Context: an optimization exercise on an open-source flow, tuned for small area. The choices shown serve that exercise and are no tape-out recipe. Where RTL was checked, it was by simulation tests only, not by an equivalence proof against the original.

## lane 1
==> flow/design.v (excerpt) <==
module frame_gen #(
    parameter FPS               = 30,
    parameter CLK_FREQ_HZ       = 13200000,
    parameter FVAL2LVAL         = 50,
    parameter LVAL2DVAL         = 80,
    parameter WIDTH             = 640,
    parameter HEIGHT            = 480,
    parameter LVAL_HIGH         = 800,
    parameter LVAL_LOW          = 100,
    parameter BPP               = 8
)(
    input clk,
    input rst,
    input en,                
    input [2:0] sel,         
    output fval,
    output lval,
    output dval,
    output [BPP-1:0] pix_data
    );
Size: roughly 1000 cells after synthesis, about 68 flip-flops, about 0.0069 sq mm of cells after synthesis.
clock: 100.0 ns
lec_check: 0
cap_margin: 20
core_margin: 2
core_utilization: 40
slew_margin: 20
synth_memory_max_bits: 1048576
standard.sh (not shown) runs the stock make flow with config.mk's settings and CLKGATE_MAP_FILE= SYNTH_SCRIPT=/design/flow/synth_recipe.tcl, a recipe that flattens the netlist after the stock synthesis.
==> flow/flow/run.sh <==
#!/bin/bash
# Layout flow: the standard ORFS flow, with its synthesis step run by
# synth_recipe_mod.tcl (see flow/patch_synth.py) instead of synth_recipe.tcl.
# Each tool's output goes to a log of its own: ORFS writes
# orfs/logs/<platform>/frame_gen/base/*.log, and this script writes
# flow_patch.log (the script patch) and flow_make.log (make, DEF export).
set -euo pipefail
HERE=$(pwd)
cp flow/synth_recipe_mod.tcl flow/abc_min.script "$HERE/"
python3 flow/patch_synth.py "$FLOW_HOME/scripts/synth.tcl" "$HERE/synth_mod.tcl" > flow_patch.log 2>&1
grep -q 'SYNTH_SCRIPT=' standard.sh
sed -e "s#SYNTH_SCRIPT=[^ ]*#SYNTH_SCRIPT=$HERE/synth_recipe_mod.tcl#" standard.sh > flow_standard_mod.sh
bash flow_standard_mod.sh finish > flow_make.log 2>&1
test -f out/final.def
==> flow/flow/abc_min.script <==
strash
&get -n
&fraig -x
&put
scorr
dc2
strash
&get -n
&dch -f
&nf -R 1000
&put
==> flow/flow/synth_recipe_mod.tcl <==
proc synth {args} { yosys synth -nofsm -noshare {*}$args }
source [file dirname [info script]]/synth_mod.tcl
# left out here: clear keep_hierarchy, flatten, clean up, hide names made inside functions, write 1_2_yosys.v
==> flow/flow/patch_synth.py <==
# Writes synth_mod.tcl: ORFS's synth.tcl with three changes for a smaller
# netlist; everything up to and including the flip-flop mapping is the same,
# so the registers (names, count, cell types) are those of the standard
# synthesis.
#  1. no Kogge-Stone carry-lookahead map for adders and comparators;
#  2. no extraction of full/half adder cells (abc maps that logic);
#  3. abc runs flow/abc_min.script, an area-oriented script.
import sys
src, dst = sys.argv[1], sys.argv[2]
s = open(src).read()
old = '''  set synth_full_args [concat $synth_full_args \\
    "-extra-map $::env(FLOW_HOME)/platforms/common/lcu_kogge_stone.v"]'''
assert old in s
s = s.replace(old, '  # (no Kogge-Stone carry-lookahead map)')
i = s.index('# Technology mapping of adders')
j = s.index('# Technology mapping of latches')
s = s[:i] + '# (adders are left to abc)\n\n' + s[j:]
old = '  log_cmd abc {*}$abc_args\n'
assert old in s
s = s.replace(old, '  log_cmd abc -script [file dirname [info script]]/abc_min.script {*}[lrange $abc_args 2 end]\n')
open(dst, 'w').write(s)
### lane 1 -> lane 5
==> flow/run.sh (new file) <==
#!/bin/bash
# synth_recipe.tcl (not shown) runs the flow's synth.tcl, then flattens the netlist and writes it again
# the make line also repeats each setting of config.mk as NAME=value (left out here)
make -C /OpenROAD-flow-scripts/flow DESIGN_CONFIG=/design/flow/config.mk WORK_HOME=/design/flow/orfs CLKGATE_MAP_FILE= SYNTH_SCRIPT=/design/flow/synth_recipe.tcl finish
removed: flow/flow/run.sh
removed: flow/flow/abc_min.script
removed: flow/flow/synth_recipe_mod.tcl
removed: flow/flow/patch_synth.py
removed: flow/standard.sh
Findings:
- Per the comparison of lane 5 with lane 1, post-placement setup slack went down by 0.0049 ns; final non-filler cell total went up by about 50%; maximum cell stage delay along the critical path went up by 0.15 ns; synthesis-to-layout area growth went down by 5.6 points.

========
frame_gen, a different RTL version from the one above (not shown whole).
Size: roughly 680 cells after synthesis, roughly 71 flip-flops, ~17 I/O pins.
## frame_gen
module frame_gen #(
    parameter FPS               = 30,
    parameter CLK_FREQ_HZ       = 13200000,
    parameter FVAL2LVAL         = 50,
    parameter LVAL2DVAL         = 80,
    parameter WIDTH             = 640,
    parameter HEIGHT            = 480,
    parameter LVAL_HIGH         = 800,
    parameter LVAL_LOW          = 100,
    parameter BPP               = 8
)(
    input clk,
    input rst,
    input en,                
    input [2:0] sel,         
    output fval,
    output lval,
    output dval,
    output [BPP-1:0] pix_data
    );
Settings: LEC_CHECK=0, CAP_MARGIN=20, CORE_MARGIN=2, CORE_UTILIZATION=40, SLEW_MARGIN=20, SYNTH_MEMORY_MAX_BITS=1048576; clock period 100.0 ns.
==> flow/flow/run.sh <==
#!/bin/bash
# Layout flow: the standard ORFS flow (standard.sh), with
# - its synthesis step run by synth_recipe_mod.tcl (see flow/patch_synth.py)
#   instead of synth_recipe.tcl: the same synthesis up to and including the
#   flip-flop mapping, then no adder cells and an area-oriented abc script;
# - the make variables listed in flow/make_args.txt (one per line): smaller
#   port buffers and clock-tree buffers.
# Each tool's output goes to a log of its own: ORFS writes
# orfs/logs/<platform>/frame_gen/base/*.log, and this script writes
# flow_patch.log (the script patch) and flow_make.log (make, DEF export).
set -euo pipefail
HERE=$(pwd)
cp flow/synth_recipe_mod.tcl flow/abc_min.script "$HERE/"
python3 flow/patch_synth.py "$FLOW_HOME/scripts/synth.tcl" "$HERE/synth_mod.tcl" > flow_patch.log 2>&1
grep -q 'SYNTH_SCRIPT=' standard.sh
sed -e "s#SYNTH_SCRIPT=[^ ]*#SYNTH_SCRIPT=$HERE/synth_recipe_mod.tcl#" standard.sh > flow_standard_mod.sh
args=()
if [[ -f flow/make_args.txt ]]; then
  while IFS= read -r line; do
    [[ -n "$line" && "${line:0:1}" != "#" ]] && args+=("$line")
  done < flow/make_args.txt
fi
bash flow_standard_mod.sh "${args[@]}" finish > flow_make.log 2>&1
test -f out/final.def
==> flow/flow/abc_min.script <==
strash
&get -n
&fraig -x
&put
scorr
dc2
dc2
strash
&get -n
&dch -f
&nf -R 1000 -p -F 10 -A 6
&put
strash
dc2
&get -n
&dch -f
&nf -R 1000 -p -F 16 -A 10 -C 32
&put
strash
dc2
&get -n
&dch -f
&nf -R 1000 -p -F 16 -A 10 -C 32
&put
strash
dc2
&get -n
&dch -f
&nf -R 1000 -p -F 16 -A 10 -C 32
&put
==> flow/flow/make_args.txt <==
BUFFER_PORTS_ARGS=-buffer_cell sky130_fd_sc_hd__buf_1
CTS_ARGS=-repair_clock_nets -dont_use_dummy_load -root_buf sky130_fd_sc_hd__clkbuf_8 -buf_list sky130_fd_sc_hd__clkbuf_4
Other scripts of this flow, unchanged in this note and not shown: flow/flow/synth_recipe_mod.tcl, flow/flow/patch_synth.py
The baseline finished with timing, DRC and antenna clean.
Change:
==> flow/flow/abc_min.script (replaced) <==
strash
&get -n
&fraig -x
&put
scorr
dc2
dc2
strash
&get -n
&deepsyn -T 60 -I 4
&put
strash
&get -n
&dch -f
&nf -R 1000 -p -F 10 -A 6
&put
==> flow/flow/make_args.txt (replaced) <==
BUFFER_PORTS_ARGS=-buffer_cell sky130_fd_sc_hd__buf_1
CTS_ARGS=-sink_clustering_enable -repair_clock_nets -dont_use_dummy_load -root_buf sky130_fd_sc_hd__clkbuf_8 -buf_list sky130_fd_sc_hd__clkbuf_4
--- a/flow/config.mk
+++ b/flow/config.mk
@@ -9,4 +9,3 @@
 export CORE_MARGIN = 2
-export CORE_UTILIZATION = 40
+export CORE_UTILIZATION = 70
 export SLEW_MARGIN = 20
-export SYNTH_MEMORY_MAX_BITS = 1048576
=> The new run went through all stages and came out clean; critical path depth rises by 8; setup slack got worse by 730 ps; maximum frequency came out lower by 3.1%; area after synthesis is lower by 11%; synthesized cell count shrinks by 16%; global-route usage rises by 13 points; design area decreases by 12%.
Change:
==> flow/flow/abc_min.script (replaced) <==
strash
&get -n
&fraig -x
&put
scorr
dc2
strash
&get -n
&dch -f
&nf -R 1000
&put
==> flow/flow/make_args.txt (replaced) <==
BUFFER_PORTS_ARGS=-buffer_cell sky130_fd_sc_hd__buf_1
CTS_ARGS=-sink_clustering_enable -repair_clock_nets -dont_use_dummy_load -root_buf sky130_fd_sc_hd__clkbuf_16 -tree_buf sky130_fd_sc_hd__clkbuf_4 -buf_list sky130_fd_sc_hd__clkbuf_4
--- a/flow/config.mk
+++ b/flow/config.mk
@@ -9,3 +9,4 @@
 export CORE_MARGIN = 2
-export CORE_UTILIZATION = 70
+export CORE_UTILIZATION = 40
 export SLEW_MARGIN = 20
+export SYNTH_MEMORY_MAX_BITS = 1048576
- The new run completed with no timing, DRC or antenna violations
- global-route usage decreases by 11 points
- routed wire length is higher by 38%
- critical path depth went down by 5
- cell count climbs by 41%
Change:
==> flow/flow/make_args.txt (replaced) <==
BUFFER_PORTS_ARGS=-buffer_cell sky130_fd_sc_hd__buf_1
CTS_ARGS=-sink_clustering_enable -repair_clock_nets -dont_use_dummy_load -root_buf sky130_fd_sc_hd__clkbuf_8 -tree_buf sky130_fd_sc_hd__clkbuf_4 -buf_list sky130_fd_sc_hd__clkbuf_4
What happened: The new run passed the timing, DRC and antenna checks. Non-clock buffer count stays the same. Setup slack degrades by 28 ps. Via count hardly moves. Cell count does not change. Fmax hardly moves. Utilization came out lower by 0.76 points.

========
## red
Another version of the RTL of frame_gen (not shown whole).
For scale: ~690 cells after synthesis, roughly 71 flip-flops, ~17 I/O pins.
Settings: LEC_CHECK=0, CAP_MARGIN=20, CORE_MARGIN=2, CORE_UTILIZATION=40, SLEW_MARGIN=20, SYNTH_MEMORY_MAX_BITS=1048576; clock period 100.0 ns.
==> flow/flow/abc_min.script <==
strash
&get -n
&fraig -x
&put
scorr
dc2
dc2
strash
&get -n
&dch -f
&nf -R 1000 -p -F 10 -A 6
&put
strash
dc2
&get -n
&dch -f
&nf -R 1000 -p -F 16 -A 10 -C 32
&put
strash
dc2
&get -n
&dch -f
&nf -R 1000 -p -F 16 -A 10 -C 32
&put
strash
dc2
&get -n
&dch -f
&nf -R 1000 -p -F 16 -A 10 -C 32
&put
==> flow/flow/synth_recipe_mod.tcl <==
proc synth {args} { yosys synth -nofsm -noshare {*}$args }
source [file dirname [info script]]/synth_mod.tcl
# left out here: clear keep_hierarchy, flatten, clean up, hide names made inside functions, write 1_2_yosys.v
==> flow/flow/make_args.txt <==
BUFFER_PORTS_ARGS=-buffer_cell sky130_fd_sc_hd__buf_1
CTS_ARGS=-sink_clustering_enable -repair_clock_nets -dont_use_dummy_load -root_buf sky130_fd_sc_hd__clkbuf_16 -buf_list sky130_fd_sc_hd__clkbuf_4 -sink_clustering_size 8
==> flow/flow/patch_synth.py <==
# Writes synth_mod.tcl: ORFS's synth.tcl with three changes for a smaller
# netlist; everything up to and including the flip-flop mapping is the same,
# so the registers (names, count, cell types) are those of the standard
# synthesis.
#  1. no Kogge-Stone carry-lookahead map for adders and comparators;
#  2. no extraction of full/half adder cells (abc maps that logic);
#  3. abc runs flow/abc_min.script, an area-oriented script.
import sys
src, dst = sys.argv[1], sys.argv[2]
s = open(src).read()
old = '''  set synth_full_args [concat $synth_full_args \\
    "-extra-map $::env(FLOW_HOME)/platforms/common/lcu_kogge_stone.v"]'''
assert old in s
s = s.replace(old, '  # (no Kogge-Stone carry-lookahead map)')
i = s.index('# Technology mapping of adders')
j = s.index('# Technology mapping of latches')
s = s[:i] + '# (adders are left to abc)\n\n' + s[j:]
old = '  log_cmd abc {*}$abc_args\n'
assert old in s
s = s.replace(old, '  log_cmd abc -script [file dirname [info script]]/abc_min.script {*}[lrange $abc_args 2 end]\n')
open(dst, 'w').write(s)
Scripts as last shown in full above: flow/flow/run.sh
Inputs modified between red and blue:
==> flow/flow/make_args.txt <==
BUFFER_PORTS_ARGS=-buffer_cell sky130_fd_sc_hd__buf_1
CTS_ARGS=-sink_clustering_enable -repair_clock_nets -dont_use_dummy_load -root_buf sky130_fd_sc_hd__clkbuf_8 -buf_list sky130_fd_sc_hd__clkbuf_4
Findings:
Routed via count: higher on red. In blue, the area of all placed cells without fillers came out 100 µm² below the value in red. red → blue: wire length of the first global-routing pass was more or less identical, worst hold slack was more or less identical.
No functional check of the RTL was part of any run of this note.

========
Setup of exp/amber:
frame_gen with an RTL version that a note above also has.
Size in the first run: roughly 570 cells after synthesis, about 17 I/O pins.
// frame_gen
module frame_gen #(
    parameter FPS               = 30,
    parameter CLK_FREQ_HZ       = 13200000,
    parameter FVAL2LVAL         = 50,
    parameter LVAL2DVAL         = 80,
    parameter WIDTH             = 640,
    parameter HEIGHT            = 480,
    parameter LVAL_HIGH         = 800,
    parameter LVAL_LOW          = 100,
    parameter BPP               = 8
)(
    input clk,
    input rst,
    input en,                
    input [2:0] sel,         
    output fval,
    output lval,
    output dval,
    output [BPP-1:0] pix_data
    );
==> flow/config.mk <==
export PLATFORM = sky130hd
export DESIGN_NAME = frame_gen
export DESIGN_NICKNAME = frame_gen
export VERILOG_FILES = /design/flow/design.v
export SDC_FILE = /design/flow/constraint.sdc
export NUM_CORES = 4
export LEC_CHECK = 0
export CAP_MARGIN = 20
export CORE_MARGIN = 2
export CORE_UTILIZATION = 40
export SLEW_MARGIN = 20
export SYNTH_MEMORY_MAX_BITS = 1048576
==> flow/constraint.sdc <==
create_clock -name core_clock -period 100.0 [get_ports {clk}]
set_input_delay 20.0000 -clock core_clock [delete_from_list [all_inputs] [get_ports {clk}]]
set_output_delay 20.0000 -clock core_clock [all_outputs]
set_load 0.01 [all_outputs]
==> flow/flow/abc_min.script <==
strash
&get -n
&fraig -x
&put
scorr
dc2
dc2
strash
&get -n
&deepsyn -T 150 -I 4
&put
strash
&get -n
&dch -f
&nf -R 1000 -p -F 10 -A 6
&put
==> flow/flow/make_args.txt <==
BUFFER_PORTS_ARGS=-buffer_cell sky130_fd_sc_hd__buf_1
CTS_ARGS=-sink_clustering_enable -repair_clock_nets -dont_use_dummy_load -root_buf sky130_fd_sc_hd__clkbuf_8 -buf_list sky130_fd_sc_hd__clkbuf_4
Scripts as last shown in full above: flow/flow/run.sh, flow/flow/synth_recipe_mod.tcl, flow/flow/patch_synth.py
diff inputs: exp/amber => exp/raven
==> flow/flow/abc_min.script <==
strash
&get -n
&fraig -x
&put
scorr
dc2
dc2
strash
&get -n
&dch -f
&nf -R 1000 -p -F 10 -A 6
&put
strash
dc2
&get -n
&dch -f
&nf -R 1000 -p -F 16 -A 10 -C 32
&put
strash
dc2
&get -n
&dch -f
&nf -R 1000 -p -F 16 -A 10 -C 32
&put
strash
dc2
&get -n
&dch -f
&nf -R 1000 -p -F 16 -A 10 -C 32
&put
--- outcome ---
exp/raven does worse than exp/amber on post-synthesis instance area.
Compared with exp/amber, final-stage net count in exp/raven increased by more than 10%.
Between exp/raven and exp/amber, the placer congestion estimate is higher for exp/raven.
Looking at area of the die, exp/raven sits about 12% higher than exp/amber does.
## Diff of input files: exp/pepper against exp/raven
==> flow/flow/abc_min.script <==
strash
&get -n
&fraig -x
&put
scorr
dc2
dc2
strash
&get -n
&deepsyn -T 600 -I 4
&put
strash
&get -n
&dch -f
&nf -R 1000 -p -F 10 -A 6
&put
Findings:
exp/pepper finished every stage and its layout cleared the timing, DRC and antenna checks.
Between exp/raven and exp/pepper, the number of different library cells in the post-synthesis netlist is higher for exp/raven.
Per the comparison of exp/pepper with exp/raven, die area down 11%.
Relative to exp/raven, post-place instance area decreased by about 12% in exp/pepper.
In the flow results for exp/raven and exp/pepper, the instance count on the critical path is larger on exp/pepper.
From exp/raven to exp/pepper, total setup buffers inserted after CTS did not move at all.
Non-clock buffer count, exp/raven and exp/pepper, higher one = exp/raven.
| required time of the critical path | exp/pepper vs exp/raven | ≈ equal |
Changes in exp/lagoon relative to exp/pepper:
==> flow/flow/abc_min.script <==
strash
&get -n
&fraig -x
&put
scorr
dc2
dc2
strash
&get -n
&dch -f
&nf -R 1000 -p -F 10 -A 6
&put
strash
dc2
&get -n
&dch -f
&nf -R 1000 -p -F 16 -A 10 -C 32
&put
strash
dc2
&get -n
&dch -f
&nf -R 1000 -p -F 16 -A 10 -C 32
&put
strash
dc2
&get -n
&dch -f
&nf -R 1000 -p -F 16 -A 10 -C 32
&put
==> flow/flow/make_args.txt <==
BUFFER_PORTS_ARGS=-buffer_cell sky130_fd_sc_hd__buf_1
CTS_ARGS=-sink_clustering_enable -repair_clock_nets -dont_use_dummy_load -buf_list sky130_fd_sc_hd__clkbuf_8 -sink_clustering_size 18
--- outcome ---
- The xor/xnor share of the synthesized area of exp/pepper and that of exp/lagoon are within noise of each other.
- From exp/pepper to exp/lagoon the numbers moved as follows: per-instance average area after synthesis fell about 5%; final cell count rose about 20%; routed wire length rose about 26%.
- Diff exp/lagoon and exp/pepper: utilization after layout higher in exp/lagoon
- Final period demand of the worst path down 0.069 ns in exp/lagoon wrt exp/pepper
- exp/lagoon ends up with a mux cell area share after synthesis that is 0.16 points higher than in exp/pepper.
- Min pin slew with the least headroom to its limit across exp/lagoon and exp/pepper: exp/pepper

==> separate check: timing with driven ports <==
Ports are ideal in the flow. The routed layouts listed here were re-timed in OpenROAD.
Step 1, drivers: a clkbuf_16 drives clk and a buf_2 each remaining input, both assumed.
Step 2, shift: input delay + t, output delay - t, t = (earliest + latest rising clock arrival at the registers) / 2. This alone moves slack from input paths to output paths.
Three values: no drivers, after step 1, after step 2; two values: the first two.
run	shift t [ns]	setup slack, ns	hold WS [ns]	latest minus earliest clock arrival (ns)	slew at the worst register clock pin (ns)
lane 1	0.374	76.962 / 76.981 / 76.606	0.507 / 0.507 / 0.507	0.011 / 0.011	0.07 / 0.07
lane 5	0.375	76.984 / 76.991 / 76.616	0.487 / 0.487 / 0.487	0.008 / 0.008	0.07 / 0.07
the first run of note 2	0.394	77.448 / 77.418 / 77.811	0.461 / 0.461 / 0.461	0.021 / 0.021	0.08 / 0.08
the second run of note 2	0.360	76.720 / 76.726 / 76.365	0.486 / 0.486 / 0.486	0.023 / 0.023	0.08 / 0.08
the third run of note 2	0.374	77.510 / 77.469 / 77.844	0.463 / 0.463 / 0.463	0.021 / 0.021	0.06 / 0.06
the fourth run of note 2	0.395	77.482 / 77.445 / 77.840	0.463 / 0.463 / 0.463	0.028 / 0.028	0.09 / 0.09
red	0.358	77.353 / 77.315 / 77.674	0.476 / 0.476 / 0.476	0.017 / 0.017	0.06 / 0.06
blue	0.383	77.330 / 77.294 / 77.677	0.479 / 0.479 / 0.479	0.025 / 0.024	0.08 / 0.08
exp/amber	0.384	77.726 / 77.694 / 77.953	0.478 / 0.478 / 0.478	0.032 / 0.032	0.09 / 0.09
exp/raven	0.394	77.448 / 77.418 / 77.811	0.461 / 0.461 / 0.461	0.021 / 0.021	0.08 / 0.08
exp/pepper	0.394	77.380 / 77.344 / 77.738	0.463 / 0.463 / 0.463	0.033 / 0.032	0.08 / 0.08
exp/lagoon	0.394	77.448 / 77.418 / 77.811	0.461 / 0.461 / 0.461	0.021 / 0.021	0.08 / 0.08
After both steps every run listed still meets setup and hold. The setup slack of lane 5, which loses most, moves by +0.007 ns with the drivers and by -0.368 ns with both steps.
